This is an optimization exercise on Yosys and OpenROAD, whose aim is small area, not a production implementation. Where RTL was checked, it was by simulation tests only, not by an equivalence proof against the original. The clock port is modelled as an ideal driver, which makes a skipped or thinned clock tree look cheaper than it is; a real chip needs a root buffer or a tree. Power and IR drop assume default switching activity.

==> module axi_to_apb_bridge, before the edit <==
module axi_to_apb_bridge (
    input  logic        clk,
    input  logic        rst_n,
    input  logic [31:0] awaddr,
    input  logic        awvalid,
    output logic        awready,
    input  logic [31:0] wdata,
    input  logic        wvalid,
    output logic        wready,
    output logic        bvalid,
    input  logic        bready,
    output logic        PSEL,
    output logic        PENABLE,
    output logic        PWRITE,
    output logic [31:0] PADDR,
    output logic [31:0] PWDATA
);
    logic        st1, st0;
    logic [1:0]  cnt;
    logic [31:0] addr;
    logic [31:0] data;
    wire idle   = ~st1 & ~st0;
    wire busy   = st1 | st0;
    wire access = st1 & ~st0;
    wire wdone  = st1 &  st0;
    wire last   = wdone & (cnt == 2'd3);
    wire bhs    = bvalid & bready;
    assign PSEL    = st1;
    assign PWRITE  = st1;
    assign wready  = access;
    assign PENABLE = wdone;
    assign PADDR   = addr;
    assign PWDATA  = data;
    always_ff @(posedge clk or negedge rst_n) begin
        if (!rst_n) begin
            st1     <= 1'b0;
            st0     <= 1'b0;
            awready <= 1'b0;
            bvalid  <= 1'b0;
            cnt     <= 2'd0;
        end else begin
            case ({st1, st0})
                2'b00: if (awvalid && awready) st0 <= 1'b1;
                2'b01: if (wvalid) begin st1 <= 1'b1; st0 <= 1'b0; end
                2'b10: st0 <= 1'b1;
                2'b11: begin st1 <= 1'b0; st0 <= ~last; end
            endcase
            if (bhs)
                awready <= 1'b1;
            else if (idle && awvalid)
                awready <= ~awready;
            if (bhs)
                bvalid <= 1'b0;
            else if (last)
                bvalid <= 1'b1;
            if (bhs)
                cnt <= 2'd0;
            else if (wdone)
                cnt <= cnt + 2'd1;
        end
    end
    logic [29:0] t;     
    logic [29:0] nxt;
    assign nxt = addr[31:2] ^ t;
    assign t[0] = wdone;
    assign t[17:1] = addr[18:2] & t[16:0];
    assign t[18] = t[6] & (&addr[19:8]);
    assign t[29:19] = addr[30:20] & t[28:18];
    logic [31:0] addr_d, data_d;
    logic        load_d, hold_d;
    assign load_d = ~st1;
    assign hold_d = st1;
    genvar i;
    generate
        for (i = 0; i < 32; i++) begin : g_sel
            axi_to_apb_bridge_sel u_addr (
                .s0(idle), .a(awaddr[i]),
                .s1(busy), .b(i < 2 ? addr[i] : nxt[i >= 2 ? i - 2 : 0]),
                .y(addr_d[i]));
            axi_to_apb_bridge_sel u_data (
                .s0(load_d), .a(wdata[i]),
                .s1(hold_d), .b(data[i]),
                .y(data_d[i]));
        end
    endgenerate
    always_ff @(posedge clk) begin
        addr <= addr_d;
        data <= data_d;
    end
endmodule
clock: 5.0 ns
lec_check: 0
cap_margin: 0
core_margin: 2
core_utilization: 65
place_density: 0.85
slew_margin: 0
synth_hierarchical: 1
synth_minimum_keep_size: 0
standard.sh (not shown) runs the stock make flow with config.mk's settings and CLKGATE_MAP_FILE= SYNTH_SCRIPT=/design/flow/synth_recipe.tcl, a recipe that flattens the netlist after the stock synthesis.
==> flow/flow/run.sh <==
#!/bin/bash
# Own flow: the standard layout (standard.sh, unchanged synthesis), with
# the port buffers made of the smallest buffer (buf_1) instead of the
# resizer's default choice, and, in place of TritonCTS, area recovery
# (flow/area_recover.tcl: unbuffering and downsizing where timing allows)
# and a one-level clock tree, both run by flow/manual_cts.tcl. Each tool's output goes to a log
# in this folder (and ORFS's own per-step logs under orfs/logs).
set -euo pipefail
cd "$(dirname "$0")/.."

export BUFFER_PORTS_ARGS="-buffer_cell sky130_fd_sc_hd__buf_1"
export PRE_CTS_TCL="$PWD/flow/manual_cts.tcl"
export AREA_RECOVER_SLACK=0.3
export MANUAL_CTS_CLUSTERS=4
export MANUAL_CTS_BUF=sky130_fd_sc_hd__buf_6

bash standard.sh finish > standard_flow.log 2>&1
Other scripts of this flow, unchanged in this note and not shown: flow/flow/area_recover.tcl, flow/flow/manual_cts.tcl
Edit:
--- a/flow/design.v
+++ b/flow/design.v
@@ -29,14 +29,15 @@
     logic [1:0]  cnt;
     logic [31:0] addr;
     logic [31:0] data;
     wire idle   = ~st1 & ~st0;
     wire busy   = st1 | st0;
-    wire access = st1 & ~st0;
-    wire wdone  = st1 &  st0;
+    wire access = st1 &  st0;
+    wire wdone  = st1 & ~st0;
     wire last   = wdone & (cnt == 2'd3);
     wire bhs    = bvalid & bready;
+    wire ahs    = awvalid & awready;
     assign PSEL    = st1;
     assign PWRITE  = st1;
     assign wready  = access;
     assign PENABLE = wdone;
     assign PADDR   = addr;
@@ -47,16 +48,12 @@
             st0     <= 1'b0;
             awready <= 1'b0;
             bvalid  <= 1'b0;
             cnt     <= 2'd0;
         end else begin
-            case ({st1, st0})
-                2'b00: if (awvalid && awready) st0 <= 1'b1;
-                2'b01: if (wvalid) begin st1 <= 1'b1; st0 <= 1'b0; end
-                2'b10: st0 <= 1'b1;
-                2'b11: begin st1 <= 1'b0; st0 <= ~last; end
-            endcase
+            st1 <= st0 & (st1 | wvalid);
+            st0 <= st1 ? ~(st0 | (cnt == 2'd3)) : (st0 | ahs);
             if (bhs)
                 awready <= 1'b1;
             else if (idle && awvalid)
                 awready <= ~awready;
             if (bhs)
@@ -71,13 +68,13 @@
     end
     logic [29:0] t;     
     logic [29:0] nxt;
     assign nxt = addr[31:2] ^ t;
     assign t[0] = wdone;
-    assign t[17:1] = addr[18:2] & t[16:0];
-    assign t[18] = t[6] & (&addr[19:8]);
-    assign t[29:19] = addr[30:20] & t[28:18];
+    assign t[15:1] = addr[16:2] & t[14:0];
+    assign t[16] = t[0] & (&addr[17:2]);
+    assign t[29:17] = addr[30:18] & t[28:16];
     logic [31:0] addr_d, data_d;
     logic        load_d, hold_d;
     assign load_d = ~st1;
     assign hold_d = st1;
     genvar i;
The changed run finished clean.
Via count drops by 2.4%.
Global-route usage drops by 0.94 points.
Clock power drops by about 4%.
Clock skew drops by 0.0049 ns.
Cell area drops by 1.2%.
Wire length drops by 3.5%.
Power climbs by 3.0%.
Synthesized cell count drops by 2.0%.
Sequential cell count does not change.
Die area drops by 1.8%.
Setup slack loses 0.074 ns.
Utilization drops by 0.38 points.
Register-to-register slack loses 0.07 ns.
Combinational power climbs by about 0.8%.
Only the layout flow was run in the first run of this note; the RTL was not checked for function there. No run of this note takes its clock network from TritonCTS; it comes from the design's own scripts or RTL.

========
Setup of alpha:
The RTL this note starts from:
==> flow/design.v <==
`timescale 1ns / 1ps
module axi_to_apb_bridge_sel (
    input  logic s0,
    input  logic a,
    input  logic s1,
    input  logic b,
    output logic y
);
    assign y = (s0 & a) | (s1 & b);
endmodule
module axi_to_apb_bridge (
    input  logic        clk,
    input  logic        rst_n,
    input  logic [31:0] awaddr,
    input  logic        awvalid,
    output logic        awready,
    input  logic [31:0] wdata,
    input  logic        wvalid,
    output logic        wready,
    output logic        bvalid,
    input  logic        bready,
    output logic        PSEL,
    output logic        PENABLE,
    output logic        PWRITE,
    output logic [31:0] PADDR,
    output logic [31:0] PWDATA
);
    logic        st1, st0;
    logic [1:0]  cnt;
    logic [31:0] addr;
    logic [31:0] data;
    wire idle   = ~st1 & ~st0;
    wire busy   = st1 | st0;
    wire access = st1 & ~st0;
    wire wdone  = st1 &  st0;
    wire last   = wdone & (cnt == 2'd3);
    wire bhs    = bvalid & bready;
    assign PSEL    = st1;
    assign PWRITE  = st1;
    assign wready  = access;
    assign PENABLE = wdone;
    assign PADDR   = addr;
    assign PWDATA  = data;
    always_ff @(posedge clk or negedge rst_n) begin
        if (!rst_n) begin
            st1     <= 1'b0;
            st0     <= 1'b0;
            awready <= 1'b0;
            bvalid  <= 1'b0;
            cnt     <= 2'd0;
        end else begin
            case ({st1, st0})
                2'b00: if (awvalid && awready) st0 <= 1'b1;
                2'b01: if (wvalid) begin st1 <= 1'b1; st0 <= 1'b0; end
                2'b10: st0 <= 1'b1;
                2'b11: begin st1 <= 1'b0; st0 <= ~last; end
            endcase
            if (bhs)
                awready <= 1'b1;
            else if (idle && awvalid)
                awready <= ~awready;
            if (bhs)
                bvalid <= 1'b0;
            else if (last)
                bvalid <= 1'b1;
            if (bhs)
                cnt <= 2'd0;
            else if (wdone)
                cnt <= cnt + 2'd1;
        end
    end
    logic [29:0] t;     
    logic [29:0] nxt;
    assign nxt = addr[31:2] ^ t;
    assign t[0] = wdone;
    assign t[15:1] = addr[16:2] & t[14:0];
    assign t[16] = t[0] & (&addr[17:2]);
    assign t[29:17] = addr[30:18] & t[28:16];
    logic [31:0] addr_d, data_d;
    logic        load_d, hold_d;
    assign load_d = ~st1;
    assign hold_d = st1;
    genvar i;
    generate
        for (i = 0; i < 32; i++) begin : g_sel
            axi_to_apb_bridge_sel u_addr (
                .s0(idle), .a(awaddr[i]),
                .s1(busy), .b(i < 2 ? addr[i] : nxt[i >= 2 ? i - 2 : 0]),
                .y(addr_d[i]));
            axi_to_apb_bridge_sel u_data (
                .s0(load_d), .a(wdata[i]),
                .s1(hold_d), .b(data[i]),
                .y(data_d[i]));
        end
    endgenerate
    always_ff @(posedge clk) begin
        addr <= addr_d;
        data <= data_d;
    end
endmodule
clock: 5.0 ns
lec_check: 0
cap_margin: 0
core_margin: 2
core_utilization: 65
place_density: 0.85
slew_margin: 0
synth_hierarchical: 1
synth_minimum_keep_size: 0
Scripts as last shown in full above: flow/flow/run.sh
Other scripts of this flow, unchanged in this note and not shown: flow/flow/area_recover.tcl, flow/flow/manual_cts.tcl
For beta, these inputs were changed with respect to alpha:
--- a/flow/design.v
+++ b/flow/design.v
@@ -74,7 +74,7 @@
     assign nxt = addr[31:2] ^ t;
     assign t[0] = wdone;
-    assign t[15:1] = addr[16:2] & t[14:0];
-    assign t[16] = t[0] & (&addr[17:2]);
-    assign t[29:17] = addr[30:18] & t[28:16];
+    assign t[19:1] = addr[20:2] & t[18:0];
+    assign t[20] = t[10] & (&addr[21:12]);
+    assign t[29:21] = addr[30:22] & t[28:20];
     logic [31:0] addr_d, data_d;
     logic        load_d, hold_d;
beta ran to completion and came out clean on the timing, DRC and antenna checks.
Fmax: beta lower than alpha
Re proportion of synthesized area in mux cells: alpha was lower than beta.
The core of beta is less densely filled than that of alpha.
On routed wire length, the higher figure sits with alpha, not beta.
Cmp beta vs alpha: met2 track demand over resource in global routing lower in beta
Delta (beta minus alpha): critical path buffer and inverter count lower, sum of internal, switching and leakage power lower, worst hold margin higher.
The RTL of beta was laid out without a check of its function. In every run of this note, the design's own scripts or RTL, not TritonCTS, make the clock network.

========
Another version of the RTL of axi_to_apb_bridge (not shown whole).
Size in the first run: about 240 cells after synthesis, about 140 I/O pins.
==> module axi_to_apb_bridge, before the edit <==
module axi_to_apb_bridge (
    input  logic        clk,
    input  logic        rst_n,
    input  logic [31:0] awaddr,
    input  logic        awvalid,
    output logic        awready,
    input  logic [31:0] wdata,
    input  logic        wvalid,
    output logic        wready,
    output logic        bvalid,
    input  logic        bready,
    output logic        PSEL,
    output logic        PENABLE,
    output logic        PWRITE,
    output logic [31:0] PADDR,
    output logic [31:0] PWDATA
);
    logic        st1, st0;
    logic [1:0]  cnt;
    logic [31:0] addr;
    logic [31:0] data;
    wire idle   = ~st1 & ~st0;
    wire setup  = ~st1 &  st0;
    wire access = st1 & ~st0;
    wire wdone  = st1 &  st0;
    wire last   = wdone & (cnt == 2'd3);
    wire bhs    = bvalid & bready;
    assign PSEL    = st1;
    assign PWRITE  = st1;
    assign wready  = access;
    assign PENABLE = wdone;
    assign PADDR   = addr;
    assign PWDATA  = data;
    always_ff @(posedge clk or negedge rst_n) begin
        if (!rst_n) begin
            st1     <= 1'b0;
            st0     <= 1'b0;
            awready <= 1'b0;
            bvalid  <= 1'b0;
            cnt     <= 2'd0;
        end else begin
            case ({st1, st0})
                2'b00: if (awvalid && awready) st0 <= 1'b1;
                2'b01: if (wvalid) begin st1 <= 1'b1; st0 <= 1'b0; end
                2'b10: st0 <= 1'b1;
                2'b11: begin st1 <= 1'b0; st0 <= ~last; end
            endcase
            if (bhs)
                awready <= 1'b1;
            else if (idle && awvalid)
                awready <= ~awready;
            if (bhs)
                bvalid <= 1'b0;
            else if (last)
                bvalid <= 1'b1;
            if (bhs)
                cnt <= 2'd0;
            else if (wdone)
                cnt <= cnt + 2'd1;
        end
    end
    logic [29:0] t;     
    logic [29:0] nxt;
    assign nxt = addr[31:2] ^ t;
    assign t[0] = wdone;
    assign t[15:1] = addr[16:2] & t[14:0];
    assign t[16] = t[0] & (&addr[17:2]);
    assign t[29:17] = addr[30:18] & t[28:16];
    always_ff @(posedge clk) begin
        if (idle)
            addr <= awaddr;
        else
            addr <= {nxt, addr[1:0]};
        if (!st1)
            data <= wdata;
    end
endmodule
==> flow/config.mk <==
export PLATFORM = sky130hd
export DESIGN_NAME = axi_to_apb_bridge
export DESIGN_NICKNAME = axi_to_apb_bridge
export VERILOG_FILES = /design/flow/design.v
export SDC_FILE = /design/flow/constraint.sdc
export NUM_CORES = 4
export LEC_CHECK = 0
export ABC_AREA = 1
export CAP_MARGIN = 20
export CORE_MARGIN = 2
export CORE_UTILIZATION = 65
export SLEW_MARGIN = 20
==> flow/constraint.sdc <==
create_clock -name core_clock -period 5.0 [get_ports {clk}]
set_input_delay 1.0000 -clock core_clock [delete_from_list [all_inputs] [get_ports {clk}]]
set_output_delay 1.0000 -clock core_clock [all_outputs]
set_load 0.01 [all_outputs]
==> flow/flow/run.sh <==
#!/bin/bash
# Own flow: the standard layout (standard.sh, unchanged synthesis), with
# the port buffers made of the smallest buffer (buf_1) instead of the
# resizer's default choice, and a clock tree of small clock buffers without
# dummy loads. Each tool's output goes to a log in this folder (and ORFS's
# own per-step logs under orfs/logs).
set -euo pipefail
cd "$(dirname "$0")/.."

export BUFFER_PORTS_ARGS="-buffer_cell sky130_fd_sc_hd__buf_1"
export CTS_ARGS="-sink_clustering_enable -repair_clock_nets -dont_use_dummy_load -buf_list {sky130_fd_sc_hd__clkbuf_4 sky130_fd_sc_hd__clkbuf_8} -root_buf sky130_fd_sc_hd__clkbuf_4 -sink_clustering_size 10"

bash standard.sh finish > standard_flow.log 2>&1
Then changed:
--- a/flow/design.v
+++ b/flow/design.v
@@ -61,15 +61,17 @@
         end
     end
     logic [29:0] t;     
     logic [29:0] nxt;
     assign nxt = addr[31:2] ^ t;
     assign t[0] = wdone;
-    assign t[15:1] = addr[16:2] & t[14:0];
-    assign t[16] = t[0] & (&addr[17:2]);
-    assign t[29:17] = addr[30:18] & t[28:16];
+    assign t[9:1] = addr[10:2] & t[8:0];
+    assign t[10] = t[0] & (&addr[11:2]);
+    assign t[19:11] = addr[20:12] & t[18:10];
+    assign t[20] = t[10] & (&addr[21:12]);
+    assign t[29:21] = addr[30:22] & t[28:20];
     always_ff @(posedge clk) begin
         if (idle)
             addr <= awaddr;
         else
             addr <= {nxt, addr[1:0]};
         if (!st1)
=>
- The changed run passed the timing, DRC and antenna checks
- synthesized cell count climbs slightly
- first-iteration DRC count climbs by a quarter to a third
- total power climbs slightly
- non-clock buffer count does not change
- routed wire length climbs by a few percent
- setup slack improves by 490 ps
- register-to-register slack improves by 490 ps
- via count climbs slightly
The RTL of the second run of this note was laid out without a check of its function.

========
Another version of the RTL of axi_to_apb_bridge (not shown whole).
For scale: about 200 cells after synthesis, roughly 70 flip-flops, roughly 140 I/O pins, ~0.0026 mm^2 of cells after synthesis.
==> module axi_to_apb_bridge, before the edit <==
module axi_to_apb_bridge (
    input  logic        clk,
    input  logic        rst_n,
    input  logic [31:0] awaddr,
    input  logic        awvalid,
    output logic        awready,
    input  logic [31:0] wdata,
    input  logic        wvalid,
    output logic        wready,
    output logic        bvalid,
    input  logic        bready,
    output logic        PSEL,
    output logic        PENABLE,
    output logic        PWRITE,
    output logic [31:0] PADDR,
    output logic [31:0] PWDATA
);
    logic        st1, st0;
    logic [1:0]  cnt;
    logic [31:0] addr;
    logic [31:0] data;
    wire idle   = ~st1 & ~st0;
    wire busy   = st1 | st0;
    wire access = st1 & ~st0;
    wire wdone  = st1 &  st0;
    wire last   = wdone & (cnt == 2'd3);
    wire bhs    = bvalid & bready;
    assign PSEL    = st1;
    assign PWRITE  = st1;
    assign wready  = access;
    assign PENABLE = wdone;
    assign PADDR   = addr;
    assign PWDATA  = data;
    always_ff @(posedge clk or negedge rst_n) begin
        if (!rst_n) begin
            st1     <= 1'b0;
            st0     <= 1'b0;
            awready <= 1'b0;
            bvalid  <= 1'b0;
            cnt     <= 2'd0;
        end else begin
            case ({st1, st0})
                2'b00: if (awvalid && awready) st0 <= 1'b1;
                2'b01: if (wvalid) begin st1 <= 1'b1; st0 <= 1'b0; end
                2'b10: st0 <= 1'b1;
                2'b11: begin st1 <= 1'b0; st0 <= ~last; end
            endcase
            if (bhs)
                awready <= 1'b1;
            else if (idle && awvalid)
                awready <= ~awready;
            if (bhs)
                bvalid <= 1'b0;
            else if (last)
                bvalid <= 1'b1;
            if (bhs)
                cnt <= 2'd0;
            else if (wdone)
                cnt <= cnt + 2'd1;
        end
    end
    logic [29:0] t;     
    logic [29:0] nxt;
    assign nxt = addr[31:2] ^ t;
    assign t[0] = wdone;
    assign t[17:1] = addr[18:2] & t[16:0];
    assign t[18] = t[5] & (&addr[19:7]);
    assign t[29:19] = addr[30:20] & t[28:18];
    logic [31:0] addr_d, data_d;
    logic        load_d, hold_d;
    assign load_d = ~st1;
    assign hold_d = st1;
    genvar i;
    generate
        for (i = 0; i < 32; i++) begin : g_sel
            axi_to_apb_bridge_sel u_addr (
                .s0(idle), .a(awaddr[i]),
                .s1(busy), .b(i < 2 ? addr[i] : nxt[i >= 2 ? i - 2 : 0]),
                .y(addr_d[i]));
            axi_to_apb_bridge_sel u_data (
                .s0(load_d), .a(wdata[i]),
                .s1(hold_d), .b(data[i]),
                .y(data_d[i]));
        end
    endgenerate
    always_ff @(posedge clk) begin
        addr <= addr_d;
        data <= data_d;
    end
endmodule
clock: 5.0 ns
lec_check: 0
cap_margin: 0
core_margin: 2
core_utilization: 65
place_density: 0.85
slew_margin: 0
synth_hierarchical: 1
synth_minimum_keep_size: 0
==> flow/flow/run.sh <==
#!/bin/bash
# Own flow: the standard layout (standard.sh, unchanged synthesis), with
# the port buffers made of the smallest buffer (buf_1) instead of the
# resizer's default choice, and, in place of TritonCTS, area recovery
# (flow/area_recover.tcl: unbuffering and downsizing where timing allows)
# and a one-level clock tree, both run by flow/manual_cts.tcl. Each tool's output goes to a log
# in this folder (and ORFS's own per-step logs under orfs/logs).
set -euo pipefail
cd "$(dirname "$0")/.."

export BUFFER_PORTS_ARGS="-buffer_cell sky130_fd_sc_hd__buf_1"
export PRE_CTS_TCL="$PWD/flow/manual_cts.tcl"
export AREA_RECOVER_SLACK=0.3
export MANUAL_CTS_CLUSTERS=4
export MANUAL_CTS_BUF=sky130_fd_sc_hd__buf_6

bash standard.sh finish > standard_flow.log 2>&1
Other scripts of this flow, unchanged in this note and not shown: flow/flow/area_recover.tcl, flow/flow/manual_cts.tcl
==> next run, changes <==
--- a/flow/design.v
+++ b/flow/design.v
@@ -30,12 +30,13 @@
     logic [31:0] addr;
     logic [31:0] data;
     wire idle   = ~st1 & ~st0;
     wire busy   = st1 | st0;
-    wire access = st1 & ~st0;
-    wire wdone  = st1 &  st0;
-    wire last   = wdone & (cnt == 2'd3);
+    wire access = st1 &  st0;
+    wire wdone  = st1 & ~st0;
+    wire last   = wdone & (cnt == 2'b10);
     wire bhs    = bvalid & bready;
+    wire ahs    = awvalid & awready;
     assign PSEL    = st1;
     assign PWRITE  = st1;
     assign wready  = access;
     assign PENABLE = wdone;
@@ -48,14 +49,10 @@
             awready <= 1'b0;
             bvalid  <= 1'b0;
             cnt     <= 2'd0;
         end else begin
-            case ({st1, st0})
-                2'b00: if (awvalid && awready) st0 <= 1'b1;
-                2'b01: if (wvalid) begin st1 <= 1'b1; st0 <= 1'b0; end
-                2'b10: st0 <= 1'b1;
-                2'b11: begin st1 <= 1'b0; st0 <= ~last; end
-            endcase
+            st1 <= st0 & (st1 | wvalid);
+            st0 <= st1 ? ~(st0 | (cnt == 2'b10)) : (st0 | ahs);
             if (bhs)
                 awready <= 1'b1;
             else if (idle && awvalid)
                 awready <= ~awready;
@@ -65,18 +62,18 @@
                 bvalid <= 1'b1;
             if (bhs)
                 cnt <= 2'd0;
             else if (wdone)
-                cnt <= cnt + 2'd1;
+                cnt <= {cnt[0], ~cnt[1]};
         end
     end
     logic [29:0] t;     
     logic [29:0] nxt;
     assign nxt = addr[31:2] ^ t;
     assign t[0] = wdone;
-    assign t[17:1] = addr[18:2] & t[16:0];
-    assign t[18] = t[5] & (&addr[19:7]);
-    assign t[29:19] = addr[30:20] & t[28:18];
+    assign t[15:1] = addr[16:2] & t[14:0];
+    assign t[16] = t[0] & (&addr[17:2]);
+    assign t[29:17] = addr[30:18] & t[28:16];
     logic [31:0] addr_d, data_d;
     logic        load_d, hold_d;
     assign load_d = ~st1;
     assign hold_d = st1;
Core utilization decreases by 0.51 points.
Area after synthesis decreases by 1.9%.
Worst setup slack degrades by 0.17 ns.
Synthesized cell count decreases by 2.0%.
Fmax decreases by 3.9%.
Routed wire length decreases by 4.1%.
First-iteration DRC count increases by 56%.
Sequential power increases by about 6%.
Hold slack hardly moves.
Design area decreases by 1.3%.
Combinational power increases by about 0.5%.
Total power increases by 2.8%.
Global-route usage increases by 0.51 points.
Clock power decreases by about 4%.
Function not checked in the first run of this note: the RTL went through the layout flow alone. No run of this note takes its clock network from TritonCTS; it comes from the design's own scripts or RTL.

[separate check: timing with driven ports]
The flow's constraints put no driver on any port. The routed layouts listed below were extracted and timed again, unchanged, in two steps.
Step 1 sets driving cells, clkbuf_16 on the clock port and buf_2 on the other inputs (assumed; they add their load-dependent delay and slew).
Step 2 moves the port delays by t, midway between the first and last clock arrival at a register: inputs arrive t later, outputs are due t later. That takes back most of the time a late clock gives input paths.
Three values: ideal ports, drivers, drivers and shift; two values: the first two.
run	shift t [ns]	setup slack, ns	worst hold slack (ns)	worst register clock-pin slew, ns	worst data-port slew with drivers (ns)
the first run of note 1	0.195	0.520 / 0.520 / 0.520	0.481 / 0.481 / 0.481	0.12 / 0.12	0.05
the second run of note 1	0.194	0.446 / 0.446 / 0.446	0.482 / 0.482 / 0.482	0.11 / 0.11	0.06
alpha	0.190	0.556 / 0.556 / 0.556	0.480 / 0.480 / 0.480	0.11 / 0.11	0.05
beta	0.191	0.238 / 0.238 / 0.238	0.536 / 0.539 / 0.551	0.11 / 0.11	0.14
the first run of note 3	0.418	1.357 / 1.357 / 1.357	0.456 / 0.451 / 0.537	0.11 / 0.11	0.05
the second run of note 3	0.414	1.845 / 1.845 / 1.845	0.467 / 0.466 / 0.550	0.11 / 0.11	0.05
the first run of note 4	0.195	0.696 / 0.696 / 0.696	0.478 / 0.478 / 0.478	0.12 / 0.12	0.05
the second run of note 4	0.190	0.521 / 0.521 / 0.521	0.479 / 0.479 / 0.479	0.11 / 0.11	0.05
After both steps every run listed still meets setup and hold.
